Context: an optimization exercise on an open-source flow, tuned for small area and a short achievable clock period. The choices shown serve that exercise and are no tape-out recipe.
In this exercise RTL edits were held to simulation tests only and were not proved equivalent to the original.
No activity file was given, so power comes from the tool's default toggle rates.

==> design.v <==
module proc(DIN, Resetn, Clock, Run, Done, BusWires);
	input [15:0] DIN;
	input Resetn, Clock, Run;
	output Done;
	output [15:0] BusWires;
	reg [1:0] T;
	reg [8:0] IR;
	reg [15:0] acc;
	reg accg, gnz;
	reg [7:0] rs;
	reg racc, rdin;
	reg [15:0] R0, R1, R2, R3, R4, R5, R6, R7;
	wire [2:0] I = IR[8:6];
	wire [2:0] X = IR[5:3];
	wire [2:0] Y = IR[2:0];
	wire t0 = (T == 2'd0);
	wire t1 = (T == 2'd1);
	wire t2 = (T == 2'd2);
	wire t3 = (T == 2'd3);
	wire op_mv   = (I == 3'b000);
	wire op_mvi  = (I == 3'b001);
	wire op_as   = (I[2:1] == 2'b01);
	wire op_sub  = (I == 3'b011);
	wire op_st   = (I == 3'b100);
	wire op_ld   = (I == 3'b101);
	wire op_mvnz = (I == 3'b110);
	wire op_sh   = (I == 3'b111);
	wire gnz_now = accg ? (|acc) : gnz;
	wire wr = (t1 & (op_mv | op_mvi | (op_mvnz & gnz_now))) | (t2 & (op_ld | op_sh)) | (t3 & op_as);
	assign Done = (t1 & (op_mv | op_mvi | op_mvnz)) | (t2 & (op_ld | op_sh)) | (t3 & op_as);
	wire [15:0] rsel = ({16{rs[0]}} & R0) | ({16{rs[1]}} & R1) | ({16{rs[2]}} & R2) | ({16{rs[3]}} & R3)
	                 | ({16{rs[4]}} & R4) | ({16{rs[5]}} & R5) | ({16{rs[6]}} & R6) | ({16{rs[7]}} & R7);
	assign BusWires = ({16{rdin}} & DIN) | ({16{racc}} & acc) | rsel;
	wire [2:0] dop = DIN[15:13];
	wire d_rdx = (dop == 3'b010) | (dop == 3'b011) | (dop == 3'b100);
	wire d_rdy = (dop == 3'b000) | (dop == 3'b101) | ((dop == 3'b110) & gnz_now);
	reg [7:0] rs_n;
	reg racc_n;
	always @(*) begin
		rs_n = 8'd0; racc_n = 1'b0;
		case (T)
			2'd0: rs_n = ({8{Run & d_rdx}} & (8'd1 << DIN[12:10])) | ({8{Run & d_rdy}} & (8'd1 << DIN[9:7]));
			2'd1: rs_n = {8{op_as | op_st | op_sh}} & (8'd1 << Y);
			2'd2: racc_n = op_as;
			default: ;
		endcase
	end
	wire [15:0] opa = t2 ? acc : 16'd0;
	wire sub = t2 & op_sub;
	wire [15:0] sum = opa + (rsel ^ {16{sub}}) + {15'd0, sub};
	always @(posedge Clock, negedge Resetn)
		if (!Resetn) begin
			T <= 2'd0;
			rs <= 8'd0;
			racc <= 1'b0;
			rdin <= 1'b1;
		end else begin
			case (T)
				2'd0: T <= Run ? 2'd1 : 2'd0;
				2'd1: T <= Done ? 2'd0 : 2'd2;
				2'd2: T <= 2'd3;
				2'd3: T <= 2'd0;
			endcase
			rs <= rs_n;
			racc <= racc_n;
			rdin <= ~(|rs_n | racc_n);
		end
	always @(posedge Clock)
		if (t0)
			IR <= DIN[15:7];
	always @(posedge Clock)
		if ((t1 | t2) & op_as)
			acc <= sum;
	always @(posedge Clock)
		if (t2 & op_as)
			accg <= 1'b1;
		else if (t1 & op_as)
			accg <= 1'b0;
	always @(posedge Clock)
		if (accg)
			gnz <= |acc;
	wire [7:0] we = {8{wr}} & (8'd1 << X);
	always @(posedge Clock) begin
		if (we[0]) R0 <= BusWires;
		if (we[1]) R1 <= BusWires;
		if (we[2]) R2 <= BusWires;
		if (we[3]) R3 <= BusWires;
		if (we[4]) R4 <= BusWires;
		if (we[5]) R5 <= BusWires;
		if (we[6]) R6 <= BusWires;
		if (we[7]) R7 <= BusWires;
	end
endmodule
==> constraint.sdc <==
create_clock -name core_clock -period 8.0 [get_ports {Clock}]
set_input_delay 1.6000 -clock core_clock [delete_from_list [all_inputs] [get_ports {Clock}]]
set_output_delay 1.6000 -clock core_clock [all_outputs]
set_load 0.01 [all_outputs]
==> flow/run.sh <==
#!/bin/bash
# Standard layout, with plain buf_2 cells as the port buffers and the resizer
# free to pick any cell footprint. Output of the ORFS run goes to flow_make.log;
# each ORFS step also keeps its own log under orfs/logs/.
set -euo pipefail
bash standard.sh MATCH_CELL_FOOTPRINT=0 "BUFFER_PORTS_ARGS=-buffer_cell sky130_fd_sc_hd__buf_2" finish > flow_make.log 2>&1
==> standard.sh <==
#!/bin/bash
# synth_recipe.tcl (not shown) runs the flow's synth.tcl, then flattens the netlist and writes it again
# the make line also repeats each setting of config.mk as NAME=value (left out here)
make -C /OpenROAD-flow-scripts/flow DESIGN_CONFIG=/design/flow/config.mk WORK_HOME=/design/flow/orfs CLKGATE_MAP_FILE= SYNTH_SCRIPT=/design/flow/synth_recipe.tcl "${@:-finish}"
==> config.mk <==
export PLATFORM = sky130hd
export DESIGN_NAME = proc
export DESIGN_NICKNAME = proc
export VERILOG_FILES = /design/flow/design.v
export SDC_FILE = /design/flow/constraint.sdc
export NUM_CORES = 4
export LEC_CHECK = 0
export CAP_MARGIN = 20
export CORE_MARGIN = 2
export CORE_UTILIZATION = 40
export CTS_BUF_LIST = sky130_fd_sc_hd__clkbuf_4 sky130_fd_sc_hd__clkbuf_8
export PLACE_DENSITY = 0.6
export SETUP_SLACK_MARGIN = 4.2
export SLEW_MARGIN = 20
==> results of run 1 <==
-- placed cells by master (no fill, tap or decap), types with 5 or more instances in the layout --
cell type and n:
edfxtp_1 153, a22oi_1 61, buf_4 39, xnor2_1 27, nand2_1 24, buf_6 21
nor2_1 19, ha_1 18, clkbuf_8 17, nand4_1 16, and2_1 15, a221o_2 15
inv_1 13, a21oi_1 11, nand2b_1 7, buf_8 7, dfrtp_4 7, o21ai_0 6
xor2_1 5, nor2b_1 5, nor3_1 5, nor4_1 5, buf_2 5
-- registers in the layout (all words and copies together) (netlist names), named ones only --
register,flops
racc,1
gnz,1
acc,16
R4,16
rs,8
R3,16
R7,16
T,1
IR,9
accg,1
R0,16
R1,16
R2,16
R5,16
R6,16
rdin,1
-- routing by layer --
layer	wire, um	part of all wire [%]	global-route usage (%)
met5	0	0	0
met4	471	2.5	6.70
met3	1010	5.4	3.59
met2	9430	50	33.9
met1	7880	42	24.8
-- cell type report --
| type | instances | area share (%) |
|---|---|---|
| clock buffers | 18 | 2.75 |
| repair buffers | 74 | 7.97 |
| well taps | 229 | 3.27 |
| clock inverters | 13 | 2.21 |
| multi-input cells | 301 | 26.7 |
| inverters | 13 | 0.556 |
| flip-flops and latches | 167 | 56.6 |
-- worst min-delay path, delay by kind of cell (launching register included) --
kind	cells	cell delay, ns
AND/OR/NAND/NOR	2	0.11
flip-flops	1	0.36
-- worst paths after layout --
check,cells after the start,from,endpoint
max,3,DIN[6],BusWires[6]
min,2,accg$_SDFFE_PP1P_,accg$_SDFFE_PP1P_
max reg2reg,12,T[0]$_DFF_PN0_,acc[12]$_DFFE_PP_
min reg2reg,2,accg$_SDFFE_PP1P_,accg$_SDFFE_PP1P_
max in group asynchronous,1,Resetn,rdin$_DFF_PN1_
min in group asynchronous,1,Resetn,asynchronous set/reset pin
-- through the flow --
stage | worst slack (ns) | instance area [sq um] | util [%]
2_1_floorplan | 4.40 | 7400 | -
3_3_place_gp | 4.00 | 7800 | 43.2
3_5_place_dp | 3.97 | 7800 | 43.2
4_1_cts | 4.01 | 8650 | 47.8
5_1_grt | 4.11 | 8770 | 48.5
6_report | 4.14 | 8770 | 48.5
-- cell families after synthesis --
kind of cell | Yosys count | share of synthesized area, %
AOI/OAI and AO/OA | 132 | 14.5
xor gates and xnor gates | 32 | 3.79
DFF | 167 | 66.7
and+or+nand+nor | 116 | 8.87
buffers and inverters | 36 | 2.43
adders and majority gates | 20 | 3.48
muxes | 1 | 0.304
-- power groups by stage --
| stage | clock network, mW | logic, mW | registers, mW |
|---|---|---|---|
| 3_3_place_gp | 0 | 0.792 | 1.35 |
| 4_1_cts | 0.672 | 0.957 | 1.33 |
| 5_1_grt | 0.704 | 1.09 | 1.35 |
| 3_5_place_dp | 0 | 0.819 | 1.35 |
| 6_report | 0.664 | 1.00 | 1.34 |
| 2_1_floorplan | 0 | 0.600 | 1.27 |
-- repair_timing --
item                                    in CTS  in global routing
hold buffers                                 0                  0
resized for setup                           75                 16
endpoints found under the setup margin      22                 20
buffers inserted                            23                  8
pin swaps                                   14                 20
gates cloned                                 0                  0
==> metrics.yaml, run 1 <==
synth:
  synth_common_cells: "153 x edfxtp_1, 61 x a22oi_1, 27 x xnor2_1"
  avgSynthCellArea_sq_um: 14.7
  syn-cell-area_sq_mm: 0.00740
  yosys.cell_count.top_type: "edfxtp_1"
  synth-seq-cells: 167
  synthesis.instances: 504
  synth_edf_count: 153
  ys_async_sr_fraction_pct: 7.19
  synth_warnings: 1
  synthTopCellsByArea: "edfxtp_1 62%, a22oi_1 6.2%, dfrtp_1 3.7%"
  synth_fp_nets: 543
  yosysTopAreaCellShare_pct: 62.0
  synth_cell_types: 62
  synth_area_leader_cell: "edfxtp_1"
  synth_ff_type: "edfxtp_1"
  synth_seq_area_share_pct: 66.7
routing:
  postRouteAntennaNets: 0
  wl_per_cell_um: 23.0
  firstDrtPassIters: 18
  vias: 4776
  drtIter0Drc: 543
  vias_per_cell: 5.86
  drc_errors: 0
  wl_um: 18800
grt:
  grt_max_degree: 22
  grt_overflow: 0
  grt_pass1_vias: 4688
  grt_pass1_wl_um: 28100
  grt_antenna_before_repair: 0
  grtUsageTotal_pct: 19.5
worst_setup_path:
  crit_arrival_ns: 2.26
  crit_type: "primary input to primary output"
  path_cells: "buf_6 -> a221o_2 -> buf_6"
  r2r_slack_ns: 4.51
  slowest_delay_ns: 0.42
  crit_required_ns: 6.40
  critPathTopFamily: "compound AO/OA/AOI/OAI gates"
  slowest_stage: "a221o_2"
  path_common_cell: "buf_6"
  path_buf_inv: 2
  path_max_fanout: 7
  setup.worst_path.start_class: "primary input"
  endpoint_kind: "primary output"
timing:
  fin_setup_tns_ns: 0
  relSlewSlack_pct: 38.9
  rsz0062_at_grt: "true"
  hold_violations: 0
  fmax_mhz: 259
  skew_ns: 0.0147
  slew_violations: 0
  tightestPinTransition_ns: 0.913
  fin_crit_sh_pct: 48.2
  hold_slack_ns: 0.509
  setup_violations: 0
  fin_crit_ns: 3.86
die:
  fp-row-count: 49
  die_w_um: 140
  die_height_um: 140
  start_util_pct: 40.9
  ios: 36
  coreArea_sq_mm: 0.0181
  dieArea_sq_mm: 0.0196
power_and_ir_drop:
  p_leak_nw: 3.10
  ir_drop_mv: 0.121
  power_density_mw_per_mm2: 342
  p_comb_share_pct: 33.3
  pwr-share-seq_pct: 44.6
  p_int_mw: 1.99
  clock_power_share_pct: 22.1
  power.switching_mw: 1.01
  p_sw_share_pct: 33.5
  power.total_mw: 3.00
cells_and_area:
  instances_no_fill: 815
  areaGrowthSynthToFinish_pct: 18.5
  nFillCells: 1514
  multi_input_area_sq_mm: 0.00234
  antennaDiodeCount: 0
  drive_gt1_share_pct: 25.1
  num-nets-final: 613
  regArea_sq_mm: 0.00496
placement:
  io_buffers: 35
  dp_hpwl_um: 12000
  placed_cells: 753
  gp_congestion: 0.885
clock_tree:
  cts_buffers: 17
  path_clk_slew_ns: 0.09
  clock_latency_ns: 0.47
  clockRootBuffer: "clkbuf_8"
  cts_tree: "yes"
  clockBufferDepth: 2
  cts_sinks: 167
  htree_levels: 4
run:
  cap_violations: 0
worst_hold_path:
  hp-class: "flip-flop to flip-flop"
status:
  run_status: "timing/DRC/antenna clean"
==> run 2, diff against run 1 <==
==> design.v (replaced) <==
module proc(DIN, Resetn, Clock, Run, Done, BusWires);
	input [15:0] DIN;
	input Resetn, Clock, Run;
	output Done;
	output [15:0] BusWires;
	reg [1:0] T;
	reg [8:0] IR;
	reg [15:0] acc;
	reg accg, gnz;
	reg [7:0] rs;
	reg racc, rdin;
	reg acc_en, add_en, sub_en;
	reg [15:0] R0, R1, R2, R3, R4, R5, R6, R7;
	wire [2:0] I = IR[8:6];
	wire [2:0] X = IR[5:3];
	wire [2:0] Y = IR[2:0];
	wire t0 = (T == 2'd0);
	wire t1 = (T == 2'd1);
	wire t2 = (T == 2'd2);
	wire t3 = (T == 2'd3);
	wire op_mv   = (I == 3'b000);
	wire op_mvi  = (I == 3'b001);
	wire op_as   = (I[2:1] == 2'b01);
	wire op_sub  = (I == 3'b011);
	wire op_st   = (I == 3'b100);
	wire op_ld   = (I == 3'b101);
	wire op_mvnz = (I == 3'b110);
	wire op_sh   = (I == 3'b111);
	wire gnz_now = accg ? (|acc) : gnz;
	wire wr = (t1 & (op_mv | op_mvi | (op_mvnz & gnz_now))) | (t2 & (op_ld | op_sh)) | (t3 & op_as);
	assign Done = (t1 & (op_mv | op_mvi | op_mvnz)) | (t2 & (op_ld | op_sh)) | (t3 & op_as);
	wire [15:0] rbus, wbus;
	genvar i;
	generate for (i = 0; i < 16; i = i + 1) begin : bus
		wire x0, x1, x2, u, v;
		g_aoi222 m0(.a1(R0[i]), .a2(rs[0]), .b1(R1[i]), .b2(rs[1]), .c1(R2[i]), .c2(rs[2]), .y(x0));
		g_aoi222 m1(.a1(R3[i]), .a2(rs[3]), .b1(R4[i]), .b2(rs[4]), .c1(R5[i]), .c2(rs[5]), .y(x1));
		g_aoi222 m2(.a1(R6[i]), .a2(rs[6]), .b1(R7[i]), .b2(rs[7]), .c1(acc[i]), .c2(racc), .y(x2));
		g_nand3 m3(.a(x0), .b(x1), .c(x2), .y(rbus[i]));
		g_and3 m4(.a(x0), .b(x1), .c(x2), .y(v));
		g_nand2 m5(.a(DIN[i]), .b(rdin), .y(u));
		g_nand2 m6(.a(u), .b(v), .y(BusWires[i]));
		g_nand2 m7(.a(u), .b(v), .y(wbus[i]));
	end endgenerate
	wire [2:0] dop = DIN[15:13];
	wire d_as  = (dop[2:1] == 2'b01);
	wire d_rdx = d_as | (dop == 3'b100);
	wire d_rdy = (dop == 3'b000) | (dop == 3'b101) | ((dop == 3'b110) & gnz_now);
	reg [7:0] rs_n;
	reg racc_n, acc_en_n, add_en_n, sub_en_n;
	always @(*) begin
		rs_n = 8'd0; racc_n = 1'b0; acc_en_n = 1'b0; add_en_n = 1'b0; sub_en_n = 1'b0;
		case (T)
			2'd0: begin
				rs_n = ({8{Run & d_rdx}} & (8'd1 << DIN[12:10])) | ({8{Run & d_rdy}} & (8'd1 << DIN[9:7]));
				acc_en_n = Run & d_as;
				sub_en_n = (dop == 3'b011);
			end
			2'd1: begin
				rs_n = {8{op_as | op_st | op_sh}} & (8'd1 << Y);
				acc_en_n = op_as;
				add_en_n = op_as;
				sub_en_n = op_sub;
			end
			2'd2: racc_n = op_as;
			default: ;
		endcase
	end
	wire [15:0] opa = acc & {16{add_en}};
	wire [15:0] sum = (opa + rbus) ^ {16{sub_en}};
	always @(posedge Clock, negedge Resetn)
		if (!Resetn) begin
			T <= 2'd0;
			rs <= 8'd0;
			racc <= 1'b0;
			rdin <= 1'b1;
			acc_en <= 1'b0;
		end else begin
			case (T)
				2'd0: T <= Run ? 2'd1 : 2'd0;
				2'd1: T <= Done ? 2'd0 : 2'd2;
				2'd2: T <= 2'd3;
				2'd3: T <= 2'd0;
			endcase
			rs <= rs_n;
			racc <= racc_n;
			rdin <= ~(|rs_n | racc_n);
			acc_en <= acc_en_n;
		end
	always @(posedge Clock) begin
		add_en <= add_en_n;
		sub_en <= sub_en_n;
	end
	always @(posedge Clock)
		if (t0)
			IR <= DIN[15:7];
	always @(posedge Clock)
		if (acc_en)
			acc <= sum;
	always @(posedge Clock)
		if (t2 & op_as)
			accg <= 1'b1;
		else if (t1 & op_as)
			accg <= 1'b0;
	always @(posedge Clock)
		if (accg)
			gnz <= |acc;
	wire [7:0] we = {8{wr}} & (8'd1 << X);
	always @(posedge Clock) begin
		if (we[0]) R0 <= wbus;
		if (we[1]) R1 <= wbus;
		if (we[2]) R2 <= wbus;
		if (we[3]) R3 <= wbus;
		if (we[4]) R4 <= wbus;
		if (we[5]) R5 <= wbus;
		if (we[6]) R6 <= wbus;
		if (we[7]) R7 <= wbus;
	end
endmodule
module g_aoi222(a1, a2, b1, b2, c1, c2, y);
	input a1, a2, b1, b2, c1, c2;
	output y;
	assign y = ~((a1 & a2) | (b1 & b2) | (c1 & c2));
endmodule
module g_nand2(a, b, y);
	input a, b;
	output y;
	assign y = ~(a & b);
endmodule
module g_nand3(a, b, c, y);
	input a, b, c;
	output y;
	assign y = ~(a & b & c);
endmodule
module g_and3(a, b, c, y);
	input a, b, c;
	output y;
	assign y = a & b & c;
endmodule
--- a/config.mk
+++ b/config.mk
@@ -12,3 +12,4 @@
 export PLACE_DENSITY = 0.6
 export SETUP_SLACK_MARGIN = 4.2
 export SLEW_MARGIN = 20
+export SYNTH_HIERARCHICAL = 1
==> metrics.yaml, run 2 <==
routing:
  dr_wl_met2_um: 9320
  postRouteAntennaNets: 0
  wl_um: 19100
  top_layer: "met4"
  drtIter0Drc: 629
  wl_per_cell_um: 23.0
  wl_met1_um: 7800
  vias: 4945
  vias_per_cell: 5.95
  drc_errors: 0
  wl_met3_um: 1440
  firstDrtPassIters: 6
timing:
  final.setup.worst_slack_ns: 4.25
  slew_violations: 0
  fin_setup_tns_ns: 0
  fin_crit_ns: 3.75
  tightestPinTransition_ns: 1.02
  setup_violations: 0
  hold_violations: 0
  fin_crit_sh_pct: 46.9
  fmax_mhz: 266
  relSlewSlack_pct: 31.9
  skew_ns: 0.0142
  hold_slack_ns: 0.533
  rsz0062_at_grt: "true"
worst_setup_path:
  endpoint_kind: "primary output"
  critPathTopFamily: "buffers and inverters"
  timing.rr.start: "racc$_DFF_PN0_"
  path_common_cell: "nand2_1"
  setup.worst_path.start_class: "primary input"
  path_max_fanout: 7
  slowest_delay_ns: 0.18
  crit_type: "primary input to primary output"
  r2r_slack_ns: 4.34
  crit_required_ns: 6.40
  path_buf_inv: 2
  crit_arrival_ns: 2.15
  reg2reg_depth: 9
  r2r_end: "acc[14]$_DFFE_PP_"
  slowest_stage: "clkbuf_4"
  path_cells: "clkbuf_4 -> nand2_1 -> nand2_1 -> buf_2"
run:
  cap_violations: 0
worst_hold_path:
  hp-class: "flip-flop to flip-flop"
  min_from: "gnz$_DFF_P_"
  hold_depth: 2
  hold_end: "gnz$_DFF_P_"
synth:
  synth-seq-cells: 170
  synth_ff_type: "edfxtp_1"
  synth_cell_types: 57
  synth_fp_nets: 571
  synth_seq_area_share_pct: 66.9
  yosysTopAreaCellShare_pct: 61.5
  avgSynthCellArea_sq_um: 13.9
  synthesis.instances: 536
  synth_edf_count: 153
  ys_async_sr_fraction_pct: 7.65
  synth_area_leader_cell: "edfxtp_1"
  synthTopCellsByArea: "edfxtp_1 61%, a222oi_1 6.4%, dfrtp_1 4.0%"
  synth_warnings: 7
  synth_common_cells: "153 x edfxtp_1, 59 x nand2_1, 48 x a222oi_1"
  yosys.cell_count.top_type: "edfxtp_1"
  syn-cell-area_sq_mm: 0.00747
die:
  die_w_um: 141
  ios: 36
  dieArea_sq_mm: 0.0198
  coreArea_sq_mm: 0.0181
  start_util_pct: 41.2
  die_height_um: 141
  fp-row-count: 49
clock_tree:
  cts_buffers: 17
  clock_latency_ns: 0.47
  htree_levels: 4
  clockBufferDepth: 2
  path_clk_slew_ns: 0.08
  cts-hold-fix-buffers: 0
  clockRootBuffer: "clkbuf_8"
  cts_sinks: 170
  cts_tree: "yes"
cells_and_area:
  layout_commonest_cell: "edfxtp_1"
  num-nets-final: 625
  layout_common_cells: "153 x edfxtp_1, 57 x nand2_1, 48 x a222oi_1"
  drive_gt1_share_pct: 16.3
  antennaDiodeCount: 0
  fin_area_sq_mm: 0.00832
  areaGrowthSynthToFinish_pct: 11.4
grt:
  grt_overflow: 0
  grt_pass1_vias: 4848
  grt_pass1_wl_um: 28500
  grtUsageTotal_pct: 19.8
  grt_max_degree: 17
  grt_antenna_before_repair: 0
power_and_ir_drop:
  power_density_mw_per_mm2: 313
  p_leak_nw: 3.11
  ir_drop_mv: 0.142
placement:
  gp_congestion: 0.839
  place_area_sq_mm: 0.00796
  io_buffers: 35
  dp_hpwl_um: 12200
  pre_cts_slack_ns: 4.20
status:
  run_status: "timing/DRC/antenna clean"
## run 2: per-module statistics from Yosys (local to each module, per instance)
module	flops+latches	cells	cell area [sq um]
g_nand3	0	1	5.00
g_aoi222	0	1	10.0
g_and3	0	1	6.26
g_nand2	0	1	3.75
proc	170	408	6630
## run 2: kinds of logic (layout without fill, tap and decap cells)
logic type | after synthesis | in the layout | share of synthesized area, %
flip-flops | 170 | 170 | 66.9
adder cells (fa/ha/maj) | 16 | 16 | 2.78
XOR/XNOR | 33 | 33 | 3.87
AND/OR/NAND/NOR | 180 | 180 | 11.9
AO/OA/AOI/OAI | 119 | 119 | 13.5
buffers and inverters | 18 | 84 | 0.971
## run 2: how the worst max path moves through the flow
stage / depth (start not counted) / start / to / slack, ns
floorplan: 2 / DIN[0] / BusWires[0] / 4.64
detailed placement: 4 / DIN[7] / BusWires[7] / 4.20
global placement: 4 / DIN[7] / BusWires[7] / 4.20
finish: 4 / DIN[7] / BusWires[7] / 4.25
global route: 9 / racc$_DFF_PN0_ / acc[14]$_DFFE_PP_ / 4.16
CTS: 4 / rs[2]$_DFF_PN0_ / BusWires[12] / 4.20
## run 2: through the flow
| step | util, % | instances | total power, mW |
|---|---|---|---|
| finish | 45.9 | 831 | 2.60 |
| global route | 45.9 | 831 | 2.74 |
| global placement | 43.9 | 799 | 2.05 |
| CTS | 45.8 | 830 | 2.61 |
| floorplan | - | 536 | 1.80 |
| detailed placement | 43.9 | 799 | 2.07 |
## run 2: cell type report
type,count,area (sq um)
timing repair buffer,44,245
tap,229,287
sequential,170,5010
multi-input combinational,348,2410
clock inverter,11,81.3
fill,1599,9820
inverter,9,33.8
clock buffer,20,256
## run 2: power by group
part,leakage [nW],internal (mW),switching (mW)
Clock,0.175,0.248,0.295
Sequential,1.59,1.20,0.143
Combinational,1.35,0.260,0.453
## run 2: metal layers
layer	global-route usage (%)	vias up
li1	-	2270
met5	0	-
met3	3.09	29
met4	9.26	0
met2	32.6	235
met1	25.8	2411
## run 2: timing repair
action	4_1_cts	5_1_grt
pin swaps	0	1
hold endpoints to repair	0	0
resized for setup	3	6
buffers inserted	0	1
cloned	0	0
setup endpoints to repair	3	14
## run 2: tightest hold or removal path, stage by stage (launching register included)
cell and delay (ns):
dfxtp_1 0.33, nor2_2 0.06, a21oi_1 0.11

==> what the ideal ports hide <==
Ports are ideal in the flow. The routed layouts listed here were re-timed in OpenROAD.
Step 1: set_driving_cell puts a clkbuf_16 on Clock and a buf_2 on each other input, an assumption about the parent block.
Step 2, shift: input delay + t, output delay - t, t = (earliest + latest rising clock arrival at the registers) / 2. This alone moves slack from input paths to output paths.
Slacks: ideal / step 1 / step 2; pairs: ideal / step 1.
run | t (ns) | slack for setup (ns) | latest minus earliest clock arrival (ns) | worst register clock-pin slew, ns | pins driven straight from the clock port
run 1 | 0.500 | 4.140 / 4.104 / 4.104 | 0.015 / 0.015 | 0.09 / 0.09 | 1
run 2 | 0.501 | 4.247 / 4.224 / 4.224 | 0.014 / 0.014 | 0.09 / 0.09 | 1
After both steps setup and hold are still met in every run listed. For run 1, which loses most, drivers alone change the setup slack by -0.036 ns; drivers and shift together by -0.036 ns.
